What follows belongs to an exercise in optimizing a design on an open flow for small area; a production flow would make more cautious choices.
Where RTL was checked, it was by simulation tests only, not by an equivalence proof against the original.

==> inputs of pepper <==
==> flow/design.v <==
`timescale 1ns / 1ps
module dflopie #(
    parameter W = 1
) (
    input               clk_i, 
    input               rst_n_i,
    input               en_i,
    input       [W-1:0] data_in, 
    output      [W-1:0] data_out 
);
reg [W-1:0] data_out_reg;
always @(posedge clk_i or negedge rst_n_i) begin
    if(!rst_n_i) begin 
        data_out_reg <= 0;
    end
    else if(en_i) begin 
        data_out_reg <= data_in;
    end
end
assign data_out = data_out_reg;
endmodule
`timescale 1ns / 1ps
module fir_filter #(
    parameter  INPUT_SIGNAL = 8,
    parameter  CO_EFF_WIDTH = 8,
    parameter  OUTPUT_SIGNAL = 16,
    parameter  TAPS          = 7
) (
    input clk_i,
    input rst_n_i,
    input en_i,
    input signed [INPUT_SIGNAL-1:0] noisy_sig_i,
    output reg signed [OUTPUT_SIGNAL-1:0] filtered_res_o
);
reg [7:0] h1, h2, h3, h4, h5, h6;
always @(posedge clk_i or negedge rst_n_i) begin
    if (!rst_n_i) begin
        h1 <= 8'd0; h2 <= 8'd0; h3 <= 8'd0; h4 <= 8'd0; h5 <= 8'd0; h6 <= 8'd0;
    end else if (en_i) begin
        h1 <= noisy_sig_i; h2 <= h1; h3 <= h2; h4 <= h3; h5 <= h4; h6 <= h5;
    end
end
wire s1 = h1[0] ^ h5[0];
wire c2 = h1[0] & h5[0];
wire s3, c4;
fir_fa u_s3 (.a(h1[1]), .b(h5[1]), .ci(c2), .s(s3), .co(c4));
wire s5, c6;
fir_fa u_s5 (.a(h1[2]), .b(h5[2]), .ci(c4), .s(s5), .co(c6));
wire s7, c8;
fir_fa u_s7 (.a(h1[3]), .b(h5[3]), .ci(c6), .s(s7), .co(c8));
wire s9, c10;
fir_fa u_s9 (.a(h1[4]), .b(h5[4]), .ci(c8), .s(s9), .co(c10));
wire s11, c12;
fir_fa u_s11 (.a(h1[5]), .b(h5[5]), .ci(c10), .s(s11), .co(c12));
wire s13, c14;
fir_fa u_s13 (.a(h1[6]), .b(h5[6]), .ci(c12), .s(s13), .co(c14));
wire iv15 = ~c14;
wire s16, c17;
fir_fa u_s16 (.a(h1[7]), .b(h5[7]), .ci(iv15), .s(s16), .co(c17));
wire s18 = h2[0] ^ h4[0];
wire c19 = h2[0] & h4[0];
wire s20, c21;
fir_fa u_s20 (.a(h2[1]), .b(h4[1]), .ci(c19), .s(s20), .co(c21));
wire s22, c23;
fir_fa u_s22 (.a(h2[2]), .b(h4[2]), .ci(c21), .s(s22), .co(c23));
wire s24, c25;
fir_fa u_s24 (.a(h2[3]), .b(h4[3]), .ci(c23), .s(s24), .co(c25));
wire s26, c27;
fir_fa u_s26 (.a(h2[4]), .b(h4[4]), .ci(c25), .s(s26), .co(c27));
wire s28, c29;
fir_fa u_s28 (.a(h2[5]), .b(h4[5]), .ci(c27), .s(s28), .co(c29));
wire s30, c31;
fir_fa u_s30 (.a(h2[6]), .b(h4[6]), .ci(c29), .s(s30), .co(c31));
wire iv32 = ~c31;
wire s33, c34;
fir_fa u_s33 (.a(h2[7]), .b(h4[7]), .ci(iv32), .s(s33), .co(c34));
wire s35 = h6[0] ^ s1;
wire c36 = ~h6[0] | ~s1;
wire iv37 = ~s18;
wire s38, c39;
fir_fa u_s38 (.a(iv37), .b(s35), .ci(noisy_sig_i[0]), .s(s38), .co(c39));
wire iv40 = ~h6[1];
wire s41, c42;
fir_fa u_s41 (.a(h3[0]), .b(iv40), .ci(c36), .s(s41), .co(c42));
wire iv43 = ~s20;
wire s44, c45;
fir_fa u_s44 (.a(s3), .b(iv43), .ci(noisy_sig_i[1]), .s(s44), .co(c45));
wire iv46 = ~s41;
wire s47, c48;
fir_fa u_s47 (.a(iv46), .b(c39), .ci(s44), .s(s47), .co(c48));
wire iv49 = ~h6[2];
wire s50, c51;
fir_fa u_s50 (.a(h3[0]), .b(h3[1]), .ci(iv49), .s(s50), .co(c51));
wire iv52 = ~noisy_sig_i[2];
wire s53, c54;
fir_fa u_s53 (.a(s50), .b(iv52), .ci(c42), .s(s53), .co(c54));
wire iv55 = ~s22;
wire s56, c57;
fir_fa u_s56 (.a(s5), .b(iv55), .ci(c45), .s(s56), .co(c57));
wire iv58 = ~s53;
wire s59, c60;
fir_fa u_s59 (.a(iv58), .b(c48), .ci(s56), .s(s59), .co(c60));
wire s61 = s47 ^ s59;
wire c62 = s47 | s59;
wire iv63 = ~h6[3];
wire s64, c65;
fir_fa u_s64 (.a(h3[1]), .b(h3[2]), .ci(iv63), .s(s64), .co(c65));
wire s66, c67;
fir_fa u_s66 (.a(s1), .b(c51), .ci(s64), .s(s66), .co(c67));
wire iv68 = ~noisy_sig_i[3];
wire s69, c70;
fir_fa u_s69 (.a(iv68), .b(s66), .ci(c54), .s(s69), .co(c70));
wire iv71 = ~s24;
wire s72, c73;
fir_fa u_s72 (.a(s7), .b(iv71), .ci(c57), .s(s72), .co(c73));
wire iv74 = ~s69;
wire s75, c76;
fir_fa u_s75 (.a(iv74), .b(c60), .ci(s72), .s(s75), .co(c76));
wire s77 = c62 ^ s75;
wire c78 = c62 | s75;
wire iv79 = ~h6[4];
wire s80, c81;
fir_fa u_s80 (.a(h3[2]), .b(h3[3]), .ci(iv79), .s(s80), .co(c81));
wire s82, c83;
fir_fa u_s82 (.a(s1), .b(c65), .ci(s80), .s(s82), .co(c83));
wire iv84 = ~noisy_sig_i[4];
wire s85, c86;
fir_fa u_s85 (.a(s3), .b(iv84), .ci(c67), .s(s85), .co(c86));
wire s87, c88;
fir_fa u_s87 (.a(s82), .b(s85), .ci(c70), .s(s87), .co(c88));
wire iv89 = ~s26;
wire s90, c91;
fir_fa u_s90 (.a(s9), .b(iv89), .ci(c73), .s(s90), .co(c91));
wire iv92 = ~s87;
wire s93, c94;
fir_fa u_s93 (.a(iv92), .b(c76), .ci(s90), .s(s93), .co(c94));
wire s95 = c78 ^ s93;
wire c96 = c78 | s93;
wire s97, c98;
fir_fa u_s97 (.a(h3[0]), .b(h3[3]), .ci(h3[4]), .s(s97), .co(c98));
wire iv99 = ~h6[5];
wire s100, c101;
fir_fa u_s100 (.a(iv99), .b(s18), .ci(c81), .s(s100), .co(c101));
wire iv102 = ~noisy_sig_i[5];
wire s103, c104;
fir_fa u_s103 (.a(s97), .b(s3), .ci(iv102), .s(s103), .co(c104));
wire s105, c106;
fir_fa u_s105 (.a(c83), .b(s100), .ci(s5), .s(s105), .co(c106));
wire s107, c108;
fir_fa u_s107 (.a(c86), .b(s103), .ci(s105), .s(s107), .co(c108));
wire iv109 = ~s11;
wire s110, c111;
fir_fa u_s110 (.a(c88), .b(s107), .ci(iv109), .s(s110), .co(c111));
wire iv112 = ~c91;
wire s113, c114;
fir_fa u_s113 (.a(s28), .b(iv112), .ci(s110), .s(s113), .co(c114));
wire iv115 = ~s113;
wire s116, c117;
fir_fa u_s116 (.a(c94), .b(c96), .ci(iv115), .s(s116), .co(c117));
wire s118, c119;
fir_fa u_s118 (.a(h3[1]), .b(h3[4]), .ci(h3[5]), .s(s118), .co(c119));
wire iv120 = ~h6[6];
wire s121, c122;
fir_fa u_s121 (.a(iv120), .b(c98), .ci(s118), .s(s121), .co(c122));
wire iv123 = ~noisy_sig_i[6];
wire s124, c125;
fir_fa u_s124 (.a(s20), .b(c101), .ci(iv123), .s(s124), .co(c125));
wire s126, c127;
fir_fa u_s126 (.a(s121), .b(s5), .ci(c104), .s(s126), .co(c127));
wire s128, c129;
fir_fa u_s128 (.a(s124), .b(s7), .ci(c106), .s(s128), .co(c129));
wire s130, c131;
fir_fa u_s130 (.a(s126), .b(c108), .ci(s128), .s(s130), .co(c131));
wire iv132 = ~s13;
wire s133, c134;
fir_fa u_s133 (.a(s130), .b(iv132), .ci(s30), .s(s133), .co(c134));
wire s135, c136;
fir_fa u_s135 (.a(c111), .b(c114), .ci(s133), .s(s135), .co(c136));
wire s137 = s135 ^ c117;
wire c138 = s135 & ~c117;
wire s139, c140;
fir_fa u_s139 (.a(h3[2]), .b(h3[5]), .ci(h3[6]), .s(s139), .co(c140));
wire s141, c142;
fir_fa u_s141 (.a(h6[7]), .b(c119), .ci(s139), .s(s141), .co(c142));
wire s143, c144;
fir_fa u_s143 (.a(noisy_sig_i[7]), .b(c122), .ci(s141), .s(s143), .co(c144));
wire s145, c146;
fir_fa u_s145 (.a(s22), .b(c125), .ci(s7), .s(s145), .co(c146));
wire s147, c148;
fir_fa u_s147 (.a(s143), .b(c127), .ci(s9), .s(s147), .co(c148));
wire s149, c150;
fir_fa u_s149 (.a(c129), .b(s145), .ci(c131), .s(s149), .co(c150));
wire s151, c152;
fir_fa u_s151 (.a(s147), .b(s149), .ci(s16), .s(s151), .co(c152));
wire iv153 = ~s33;
wire s154, c155;
fir_fa u_s154 (.a(iv153), .b(c134), .ci(c136), .s(s154), .co(c155));
wire s156, c157;
fir_fa u_s156 (.a(s151), .b(c138), .ci(s154), .s(s156), .co(c157));
wire iv158 = ~h3[7];
wire s159, c160;
fir_fa u_s159 (.a(h3[3]), .b(h3[6]), .ci(iv158), .s(s159), .co(c160));
wire s161, c162;
fir_fa u_s161 (.a(c140), .b(s159), .ci(c142), .s(s161), .co(c162));
wire s163, c164;
fir_fa u_s163 (.a(c144), .b(s161), .ci(s24), .s(s163), .co(c164));
wire s165, c166;
fir_fa u_s165 (.a(s9), .b(c146), .ci(s163), .s(s165), .co(c166));
wire s167, c168;
fir_fa u_s167 (.a(s11), .b(c148), .ci(s165), .s(s167), .co(c168));
wire iv169 = ~c34;
wire s170, c171;
fir_fa u_s170 (.a(c150), .b(c17), .ci(iv169), .s(s170), .co(c171));
wire s172, c173;
fir_fa u_s172 (.a(s167), .b(c152), .ci(s170), .s(s172), .co(c173));
wire s174, c175;
fir_fa u_s174 (.a(c155), .b(s172), .ci(c157), .s(s174), .co(c175));
wire s176, c177;
fir_fa u_s176 (.a(h3[4]), .b(iv158), .ci(c160), .s(s176), .co(c177));
wire s178, c179;
fir_fa u_s178 (.a(s176), .b(c162), .ci(s26), .s(s178), .co(c179));
wire s180, c181;
fir_fa u_s180 (.a(c164), .b(s11), .ci(c166), .s(s180), .co(c181));
wire s182, c183;
fir_fa u_s182 (.a(s178), .b(s13), .ci(c168), .s(s182), .co(c183));
wire s184, c185;
fir_fa u_s184 (.a(s180), .b(c171), .ci(s182), .s(s184), .co(c185));
wire s186, c187;
fir_fa u_s186 (.a(c173), .b(s184), .ci(c175), .s(s186), .co(c187));
wire g188 = s186;
wire p189 = ~(s186);
wire s190, c191;
fir_fa u_s190 (.a(h3[5]), .b(c177), .ci(s28), .s(s190), .co(c191));
wire s192, c193;
fir_fa u_s192 (.a(c179), .b(s13), .ci(c181), .s(s192), .co(c193));
wire iv194 = ~s16;
wire s195, c196;
fir_fa u_s195 (.a(s190), .b(iv194), .ci(c183), .s(s195), .co(c196));
wire s197, c198;
fir_fa u_s197 (.a(s192), .b(c185), .ci(s195), .s(s197), .co(c198));
wire g199 = (c187 & s197);
wire p200 = (c187 ^ s197);
wire y201 = p200 ^ g188;
wire cc202 = g199 | (p200 & g188);
wire s203, c204;
fir_fa u_s203 (.a(h3[6]), .b(s30), .ci(c191), .s(s203), .co(c204));
wire iv205 = ~c193;
wire s206, c207;
fir_fa u_s206 (.a(c17), .b(s16), .ci(iv205), .s(s206), .co(c207));
wire iv208 = ~s206;
wire s209, c210;
fir_fa u_s209 (.a(s203), .b(c196), .ci(iv208), .s(s209), .co(c210));
wire g211 = (c198 & s209);
wire p212 = (c198 ^ s209);
wire y213 = p212 ^ cc202;
wire cc214 = g211 | (p212 & cc202);
wire iv215 = ~c204;
wire s216, c217;
fir_fa u_s216 (.a(h3[7]), .b(c17), .ci(iv215), .s(s216), .co(c217));
wire s218, c219;
fir_fa u_s218 (.a(s33), .b(c207), .ci(s216), .s(s218), .co(c219));
wire s220 = s218 ^ c210;
wire c221 = ~s218 | c210;
wire g222 = 1'b0;
wire p223 = s220;
wire y224 = p223 ^ cc214;
wire cc225 = g222 | (p223 & cc214);
wire s226, c227;
fir_fa u_s226 (.a(c34), .b(c217), .ci(c219), .s(s226), .co(c227));
wire s228 = c221 ^ s226;
wire c229 = c221 | ~s226;
wire g230 = 1'b0;
wire p231 = s228;
wire y232 = p231 ^ cc225;
wire cc233 = g230 | (p231 & cc225);
wire g234 = (~c227 & c229);
wire p235 = ~(c227 ^ c229);
wire y236 = p235 ^ cc233;
wire cc237 = g234 | (p235 & cc233);
wire y238 = cc237;
wire [15:0] y = {~y238, y236, y232, y224, y213, y201, p189, s174, s156, ~s137, ~s116, s95, s77, s61, s47, ~s38};
always @(posedge clk_i or negedge rst_n_i) begin
    if (!rst_n_i)
        filtered_res_o <= 16'sd0;
    else
        filtered_res_o <= y;
end
endmodule
module fir_fa (input a, input b, input ci, output s, output co);
assign s = a ^ b ^ ci;
assign co = (a & b) | (a & ci) | (b & ci);
endmodule
==> flow/run.sh <==
#!/bin/bash
# synth_recipe.tcl (not shown) runs the flow's synth.tcl, then flattens the netlist and writes it again
# the make line also repeats each setting of config.mk as NAME=value (left out here)
make -C /OpenROAD-flow-scripts/flow DESIGN_CONFIG=/design/flow/config.mk WORK_HOME=/design/flow/orfs CLKGATE_MAP_FILE= SYNTH_SCRIPT=/design/flow/synth_recipe.tcl finish
==> flow/config.mk <==
export PLATFORM = sky130hd
export DESIGN_NAME = fir_filter
export DESIGN_NICKNAME = fir_filter
export VERILOG_FILES = /design/flow/design.v
export SDC_FILE = /design/flow/constraint.sdc
export NUM_CORES = 4
export LEC_CHECK = 0
export ABC_AREA = 1
export CAP_MARGIN = 20
export CORE_MARGIN = 2
export CORE_UTILIZATION = 40
export SLEW_MARGIN = 20
export SYNTH_HIERARCHICAL = 1
export SYNTH_MINIMUM_KEEP_SIZE = 0
==> flow/constraint.sdc <==
create_clock -name core_clock -period 7.0 [get_ports {clk_i}]
set_input_delay 1.4000 -clock core_clock [delete_from_list [all_inputs] [get_ports {clk_i}]]
set_output_delay 1.4000 -clock core_clock [all_outputs]
set_load 0.01 [all_outputs]
==> garnet (differences from pepper) <==
--- a/flow/design.v
+++ b/flow/design.v
@@ -177,6 +177,6 @@
 wire s135, c136;
 fir_fa u_s135 (.a(c111), .b(c114), .ci(s133), .s(s135), .co(c136));
-wire s137 = s135 ^ c117;
-wire c138 = s135 & ~c117;
+wire g137 = (~c117 & s135);
+wire p138 = ~(c117 ^ s135);
 wire s139, c140;
 fir_fa u_s139 (.a(h3[2]), .b(h3[5]), .ci(h3[6]), .s(s139), .co(c140));
@@ -196,88 +196,94 @@
 wire s154, c155;
 fir_fa u_s154 (.a(iv153), .b(c134), .ci(c136), .s(s154), .co(c155));
-wire s156, c157;
-fir_fa u_s156 (.a(s151), .b(c138), .ci(s154), .s(s156), .co(c157));
-wire iv158 = ~h3[7];
-wire s159, c160;
-fir_fa u_s159 (.a(h3[3]), .b(h3[6]), .ci(iv158), .s(s159), .co(c160));
+wire g156 = (s151 & s154);
+wire p157 = (s151 ^ s154);
+wire y158 = p157 ^ g137;
+wire cc159 = g156 | (p157 & g137);
+wire iv160 = ~h3[7];
 wire s161, c162;
-fir_fa u_s161 (.a(c140), .b(s159), .ci(c142), .s(s161), .co(c162));
+fir_fa u_s161 (.a(h3[3]), .b(h3[6]), .ci(iv160), .s(s161), .co(c162));
 wire s163, c164;
-fir_fa u_s163 (.a(c144), .b(s161), .ci(s24), .s(s163), .co(c164));
+fir_fa u_s163 (.a(c140), .b(s161), .ci(c142), .s(s163), .co(c164));
 wire s165, c166;
-fir_fa u_s165 (.a(s9), .b(c146), .ci(s163), .s(s165), .co(c166));
+fir_fa u_s165 (.a(c144), .b(s163), .ci(s24), .s(s165), .co(c166));
 wire s167, c168;
-fir_fa u_s167 (.a(s11), .b(c148), .ci(s165), .s(s167), .co(c168));
-wire iv169 = ~c34;
-wire s170, c171;
-fir_fa u_s170 (.a(c150), .b(c17), .ci(iv169), .s(s170), .co(c171));
+fir_fa u_s167 (.a(s9), .b(c146), .ci(s165), .s(s167), .co(c168));
+wire s169, c170;
+fir_fa u_s169 (.a(s11), .b(c148), .ci(s167), .s(s169), .co(c170));
+wire iv171 = ~c34;
 wire s172, c173;
-fir_fa u_s172 (.a(s167), .b(c152), .ci(s170), .s(s172), .co(c173));
+fir_fa u_s172 (.a(c150), .b(c17), .ci(iv171), .s(s172), .co(c173));
 wire s174, c175;
-fir_fa u_s174 (.a(c155), .b(s172), .ci(c157), .s(s174), .co(c175));
-wire s176, c177;
-fir_fa u_s176 (.a(h3[4]), .b(iv158), .ci(c160), .s(s176), .co(c177));
-wire s178, c179;
-fir_fa u_s178 (.a(s176), .b(c162), .ci(s26), .s(s178), .co(c179));
+fir_fa u_s174 (.a(s169), .b(c152), .ci(s172), .s(s174), .co(c175));
+wire g176 = (c155 & s174);
+wire p177 = (c155 ^ s174);
+wire y178 = p177 ^ cc159;
+wire cc179 = g176 | (p177 & cc159);
 wire s180, c181;
-fir_fa u_s180 (.a(c164), .b(s11), .ci(c166), .s(s180), .co(c181));
+fir_fa u_s180 (.a(h3[4]), .b(iv160), .ci(c162), .s(s180), .co(c181));
 wire s182, c183;
-fir_fa u_s182 (.a(s178), .b(s13), .ci(c168), .s(s182), .co(c183));
+fir_fa u_s182 (.a(s180), .b(c164), .ci(s26), .s(s182), .co(c183));
 wire s184, c185;
-fir_fa u_s184 (.a(s180), .b(c171), .ci(s182), .s(s184), .co(c185));
+fir_fa u_s184 (.a(c166), .b(s11), .ci(c168), .s(s184), .co(c185));
 wire s186, c187;
-fir_fa u_s186 (.a(c173), .b(s184), .ci(c175), .s(s186), .co(c187));
-wire g188 = s186;
-wire p189 = ~(s186);
-wire s190, c191;
-fir_fa u_s190 (.a(h3[5]), .b(c177), .ci(s28), .s(s190), .co(c191));
-wire s192, c193;
-fir_fa u_s192 (.a(c179), .b(s13), .ci(c181), .s(s192), .co(c193));
-wire iv194 = ~s16;
-wire s195, c196;
-fir_fa u_s195 (.a(s190), .b(iv194), .ci(c183), .s(s195), .co(c196));
-wire s197, c198;
-fir_fa u_s197 (.a(s192), .b(c185), .ci(s195), .s(s197), .co(c198));
-wire g199 = (c187 & s197);
-wire p200 = (c187 ^ s197);
-wire y201 = p200 ^ g188;
-wire cc202 = g199 | (p200 & g188);
+fir_fa u_s186 (.a(s182), .b(s13), .ci(c170), .s(s186), .co(c187));
+wire s188, c189;
+fir_fa u_s188 (.a(s184), .b(c173), .ci(s186), .s(s188), .co(c189));
+wire s190 = c175 ^ s188;
+wire c191 = c175 | s188;
+wire g192 = 1'b0;
+wire p193 = ~s190;
+wire y194 = p193 ^ cc179;
+wire cc195 = g192 | (p193 & cc179);
+wire s196, c197;
+fir_fa u_s196 (.a(h3[5]), .b(c181), .ci(s28), .s(s196), .co(c197));
+wire s198, c199;
+fir_fa u_s198 (.a(c183), .b(s13), .ci(c185), .s(s198), .co(c199));
+wire iv200 = ~s16;
+wire s201, c202;
+fir_fa u_s201 (.a(s196), .b(iv200), .ci(c187), .s(s201), .co(c202));
 wire s203, c204;
-fir_fa u_s203 (.a(h3[6]), .b(s30), .ci(c191), .s(s203), .co(c204));
-wire iv205 = ~c193;
-wire s206, c207;
-fir_fa u_s206 (.a(c17), .b(s16), .ci(iv205), .s(s206), .co(c207));
-wire iv208 = ~s206;
+fir_fa u_s203 (.a(s198), .b(c189), .ci(s201), .s(s203), .co(c204));
+wire g205 = (c191 & s203);
+wire p206 = (c191 ^ s203);
+wire y207 = p206 ^ cc195;
+wire cc208 = g205 | (p206 & cc195);
 wire s209, c210;
-fir_fa u_s209 (.a(s203), .b(c196), .ci(iv208), .s(s209), .co(c210));
-wire g211 = (c198 & s209);
-wire p212 = (c198 ^ s209);
-wire y213 = p212 ^ cc202;
-wire cc214 = g211 | (p212 & cc202);
-wire iv215 = ~c204;
-wire s216, c217;
-fir_fa u_s216 (.a(h3[7]), .b(c17), .ci(iv215), .s(s216), .co(c217));
-wire s218, c219;
-fir_fa u_s218 (.a(s33), .b(c207), .ci(s216), .s(s218), .co(c219));
-wire s220 = s218 ^ c210;
-wire c221 = ~s218 | c210;
-wire g222 = 1'b0;
-wire p223 = s220;
-wire y224 = p223 ^ cc214;
-wire cc225 = g222 | (p223 & cc214);
-wire s226, c227;
-fir_fa u_s226 (.a(c34), .b(c217), .ci(c219), .s(s226), .co(c227));
-wire s228 = c221 ^ s226;
-wire c229 = c221 | ~s226;
-wire g230 = 1'b0;
-wire p231 = s228;
-wire y232 = p231 ^ cc225;
-wire cc233 = g230 | (p231 & cc225);
-wire g234 = (~c227 & c229);
-wire p235 = ~(c227 ^ c229);
-wire y236 = p235 ^ cc233;
-wire cc237 = g234 | (p235 & cc233);
-wire y238 = cc237;
-wire [15:0] y = {~y238, y236, y232, y224, y213, y201, p189, s174, s156, ~s137, ~s116, s95, s77, s61, s47, ~s38};
+fir_fa u_s209 (.a(h3[6]), .b(s30), .ci(c197), .s(s209), .co(c210));
+wire iv211 = ~c199;
+wire s212, c213;
+fir_fa u_s212 (.a(c17), .b(s16), .ci(iv211), .s(s212), .co(c213));
+wire iv214 = ~s212;
+wire s215, c216;
+fir_fa u_s215 (.a(s209), .b(c202), .ci(iv214), .s(s215), .co(c216));
+wire g217 = (c204 & s215);
+wire p218 = (c204 ^ s215);
+wire y219 = p218 ^ cc208;
+wire cc220 = g217 | (p218 & cc208);
+wire iv221 = ~c210;
+wire s222, c223;
+fir_fa u_s222 (.a(h3[7]), .b(c17), .ci(iv221), .s(s222), .co(c223));
+wire s224, c225;
+fir_fa u_s224 (.a(s33), .b(c213), .ci(s222), .s(s224), .co(c225));
+wire s226 = s224 ^ c216;
+wire c227 = ~s224 | c216;
+wire g228 = 1'b0;
+wire p229 = s226;
+wire y230 = p229 ^ cc220;
+wire cc231 = g228 | (p229 & cc220);
+wire s232, c233;
+fir_fa u_s232 (.a(c34), .b(c223), .ci(c225), .s(s232), .co(c233));
+wire s234 = c227 ^ s232;
+wire c235 = c227 | ~s232;
+wire g236 = 1'b0;
+wire p237 = s234;
+wire y238 = p237 ^ cc231;
+wire cc239 = g236 | (p237 & cc231);
+wire g240 = (~c233 & c235);
+wire p241 = ~(c233 ^ c235);
+wire y242 = p241 ^ cc239;
+wire cc243 = g240 | (p241 & cc239);
+wire y244 = cc243;
+wire [15:0] y = {~y244, y242, y238, y230, y219, y207, y194, y178, y158, p138, ~s116, s95, s77, s61, s47, ~s38};
 always @(posedge clk_i or negedge rst_n_i) begin
     if (!rst_n_i)
==> summary of the runs <==
Sequential cell count is the same in garnet and pepper.
Utilization: pepper is higher than garnet (1.5 points).
Against pepper, the area after synthesis of garnet is higher by about 0.7%.
Clock skew: garnet is lower than pepper (0.011 ns).
In pepper the via count is higher than in garnet, by about 1.8%.
Between garnet and pepper, the lower worst hold slack is in garnet (gap 0.0092 ns).
Setup slack: garnet is higher than pepper (0.29 ns).
garnet produced a clean layout. pepper ran to the end with violations: setup timing.
Synthesized cell count: pepper is smaller than garnet (2.1%).
No functional check of the RTL was part of pepper.

## re-timing with driven ports
How much do the figures lean on ideal ports? The routed layouts below were timed once more, with nothing changed but the port constraints. Step 1: set_driving_cell puts a clkbuf_16 on clk_i and a buf_2 on each other input, an assumption about the parent block. Step 2 adds t to the input delays and takes it off the output delays; t is the mean of the earliest and latest rising clock arrival at the registers after step 1. Input paths then give back, and output paths get back, about the clock's delay inside the block. Slacks: ideal / step 1 / step 2; pairs: ideal / step 1.
| run | t, ns | slack for setup (ns) | latest minus earliest clock arrival (ns) | slew at the worst register clock pin (ns) | worst data-port slew with drivers (ns) |
|---|---|---|---|---|---|
| pepper | 0.376 | -0.122 / -0.118 / -0.494 | 0.018 / 0.018 | 0.09 / 0.09 | 0.04 |
| garnet | 0.372 | 0.171 / 0.177 / -0.195 | 0.006 / 0.006 | 0.07 / 0.07 | 0.04 |
With both steps, setup timing fails in garnet, where it was met with ideal ports. The setup slack of pepper, which loses most, moves by +0.004 ns with the drivers and by -0.372 ns with both steps.
